This is an optimization exercise on Yosys and OpenROAD, whose aim is small area and a short achievable clock period, not a production implementation.
Only simulation tests tie the RTL to the original design; equivalence was not proved.
Power figures rest on the tool's default switching activity, not on a simulated workload.

Design pow_5_pipe, start of the top module:
module pow_5_pipe
(
    input             clock,
    input      [17:0] n,
    output reg [17:0] n_pow_5
);
    reg [17:0] n_1;
    always @(posedge clock) n_1 <= n;
    wire [5:0] a_1 = n_1[5:0];
    wire [11:0] h_1 = n_1[17:6];
    wire [63:0] f_t_dec = 64'd1 << a_1;
    wire f_t_4 = |(f_t_dec & 64'h8282282882822828);
    wire f_t_5 = |(f_t_dec & 64'hc46eec466ec446ec);
    wire f_t_6 = |(f_t_dec & 64'h604ae2e04acae048);
    wire f_t_7 = |(f_t_dec & 64'h468aec2ae6a04688);
    wire f_t_8 = |(f_t_dec & 64'hce440a0864e40880);
    wire f_t_9 = |(f_t_dec & 64'h428ecaac0e42a640);
    wire f_t_10 = |(f_t_dec & 64'h3654f0901094de70);
    wire f_t_11 = |(f_t_dec & 64'h106e786ef40a3060);
    wire f_t_12 = |(f_t_dec & 64'h561646a0b8b4c840);
    wire f_t_13 = |(f_t_dec & 64'h9c3a7c9a28c26a00);
    wire f_t_14 = |(f_t_dec & 64'h8854120cec3c1a80);
    wire f_t_15 = |(f_t_dec & 64'h2988e390f95eb700);
    wire f_t_16 = |(f_t_dec & 64'hf7b0aa4e070ab400);
    wire f_t_17 = |(f_t_dec & 64'he5c2ef3058e09800);
    wire [63:0] a1_t_dec = 64'd1 << a_1;
    wire a1_t_4 = |(a1_t_dec & 64'h6c6c6c6c6c6c6c6c);
    wire a1_t_5 = |(a1_t_dec & 64'haa00aa00aa00aa0);
    wire a1_t_6 = |(a1_t_dec & 64'h466eecc4466eecc4);
    wire a1_t_7 = |(a1_t_dec & 64'h222a02228880a888);
    wire a1_t_8 = |(a1_t_dec & 64'h9ed21c589eda3c58);
    wire a1_t_9 = |(a1_t_dec & 64'haae4e60228664480);
    wire a1_t_10 = |(a1_t_dec & 64'h103c1e7cf672f8b0);
    wire a1_t_11 = |(a1_t_dec & 64'hea60e02a4ec2e8e0);
    wire [63:0] a2_t_dec = 64'd1 << a_1;
    wire a2_t_3 = |(a2_t_dec & 64'hee44ee44ee44ee44);
    wire a2_t_4 = |(a2_t_dec & 64'he04a4ae0e04a4ae0);
    wire [31:0] h2_t_dec = 32'd1 << h_1[4:0];
    wire h2_t_3 = |(h2_t_dec & 32'h28282828);
    wire h2_t_4 = |(h2_t_dec & 32'h1ab01ab0);
    reg [5:0] a_2;
    reg [11:0] h_2;
    reg f_2_4;
    reg f_2_5;
    reg f_2_6;
    reg f_2_7;
    reg f_2_8;
    reg f_2_9;
    reg f_2_10;
    reg f_2_11;
    reg f_2_12;
    reg f_2_13;
    reg f_2_14;
    reg f_2_15;
    reg f_2_16;
    reg f_2_17;
    reg a1_2_4;
    reg a1_2_5;
    reg a1_2_6;
    reg a1_2_7;
    reg a1_2_8;
    reg a1_2_9;
    reg a1_2_10;
    reg a1_2_11;
    reg a2_2_3;
    reg a2_2_4;
    reg h2_2_3;
  ...
make LEC_CHECK=0 CAP_MARGIN=20 CORE_MARGIN=2 CORE_UTILIZATION=40 CTS_BUF_LIST='sky130_fd_sc_hd__clkbuf_4 sky130_fd_sc_hd__clkbuf_8' CTS_CLUSTER_DIAMETER=60 CTS_CLUSTER_SIZE=40 PLACE_DENSITY=0.75 SETUP_SLACK_MARGIN=4.3 SLEW_MARGIN=20 finish   # period 6.4 ns
run.sh (not shown) runs the stock make flow with config.mk's settings and CLKGATE_MAP_FILE= SYNTH_SCRIPT=/design/flow/synth_recipe.tcl, a recipe that flattens the netlist after the stock synthesis.
Then changed:
--- a/flow/design.v
+++ b/flow/design.v
@@ -298,18 +298,22 @@
     wire w164 = (t_3[13] & t_3[14]) | (t_3[13] & t_3[15]) | (t_3[14] & t_3[15]);
     wire w165 = t_3[17] ^ t_3[18] ^ t_3[19];
     wire w166 = (t_3[17] & t_3[18]) | (t_3[17] & t_3[19]) | (t_3[18] & t_3[19]);
     wire w167 = t_3[21] ^ t_3[22] ^ t_3[23];
     wire w168 = (t_3[21] & t_3[22]) | (t_3[21] & t_3[23]) | (t_3[22] & t_3[23]);
     wire w169 = t_3[24] ^ w166 ^ w167;
     wire w170 = (t_3[24] & w166) | (t_3[24] & w167) | (w166 & w167);
     wire w171 = t_3[25] ^ t_3[26] ^ t_3[27];
     wire w172 = (t_3[25] & t_3[26]) | (t_3[25] & t_3[27]) | (t_3[26] & t_3[27]);
     wire w173 = w168 ^ w171 ^ w170;
     wire w174 = (w168 & w171) | (w168 & w170) | (w171 & w170);
-    wire w175 = t_3[28] ^ t_3[29] ^ t_3[30];
-    wire w176 = t_3[31] ^ t_3[32] ^ w172;
-    wire w177 = w175 ^ w176 ^ w174;
-    wire [11:0] s0 = {w177, w173, w169, t_3[20], t_3[16], w163, t_3[12], t_3[10], t_3[9], t_3[8], t_3[7], t_3[6]};
+    wire w175 = t_3[28] ^ t_3[29];
+    wire w176 = t_3[30] ^ t_3[31];
+    wire w177 = t_3[32] ^ w175;
+    wire w178 = w176 ^ w177;
+    wire w179 = w172 ^ w178;
+    wire w180 = w179 ^ w174;
+    wire [11:0] s0 = {1'b0, w173, w169, t_3[20], t_3[16], w163, t_3[12], t_3[10], t_3[9], t_3[8], t_3[7], t_3[6]};
     wire [11:0] s1 = {1'b0, 1'b0, 1'b0, w165, w164, 1'b0, 1'b0, t_3[11], 1'b0, 1'b0, 1'b0, 1'b0};
-    always @(posedge clock) n_pow_5 <= {s0 + s1, t_3[5], t_3[4], t_3[3], t_3[2], t_3[1], t_3[0]};
+    wire [11:0] sum = s0 + s1;
+    always @(posedge clock) n_pow_5 <= {sum[11] ^ w180, sum[10:0], t_3[5], t_3[4], t_3[3], t_3[2], t_3[1], t_3[0]};
 endmodule
=>
- total power is lower by a few percent
- synthesized area is about the same
- final cell count is lower by a few percent
- cell area is lower by a few percent
- global-route usage is lower by 0.61 points
- count of clock-buffer cells in the layout stays the same
- via count is lower slightly
- non-clock buffer count is lower by 3

-- what the ideal ports hide --
How much do the figures lean on ideal ports? The routed layouts below were timed once more, with nothing changed but the port constraints. Step 1: set_driving_cell puts a clkbuf_16 on clock and a buf_2 on each other input, an assumption about the parent block. Step 2 also shifts input and output timing later by t, the mid clock arrival at the registers, as if the neighbouring blocks saw the same clock. Three values: ideal, step 1, step 2; two values: the first two.
run	t, ns	setup WS [ns]	clock arrival spread, ns	worst data-port slew with drivers (ns)
the first run	0.410	4.176 / 4.176 / 4.176	0.016 / 0.016	0.03
the second run	0.406	4.137 / 4.137 / 4.137	0.016 / 0.015	0.04
After both steps setup and hold are still met in every run listed.
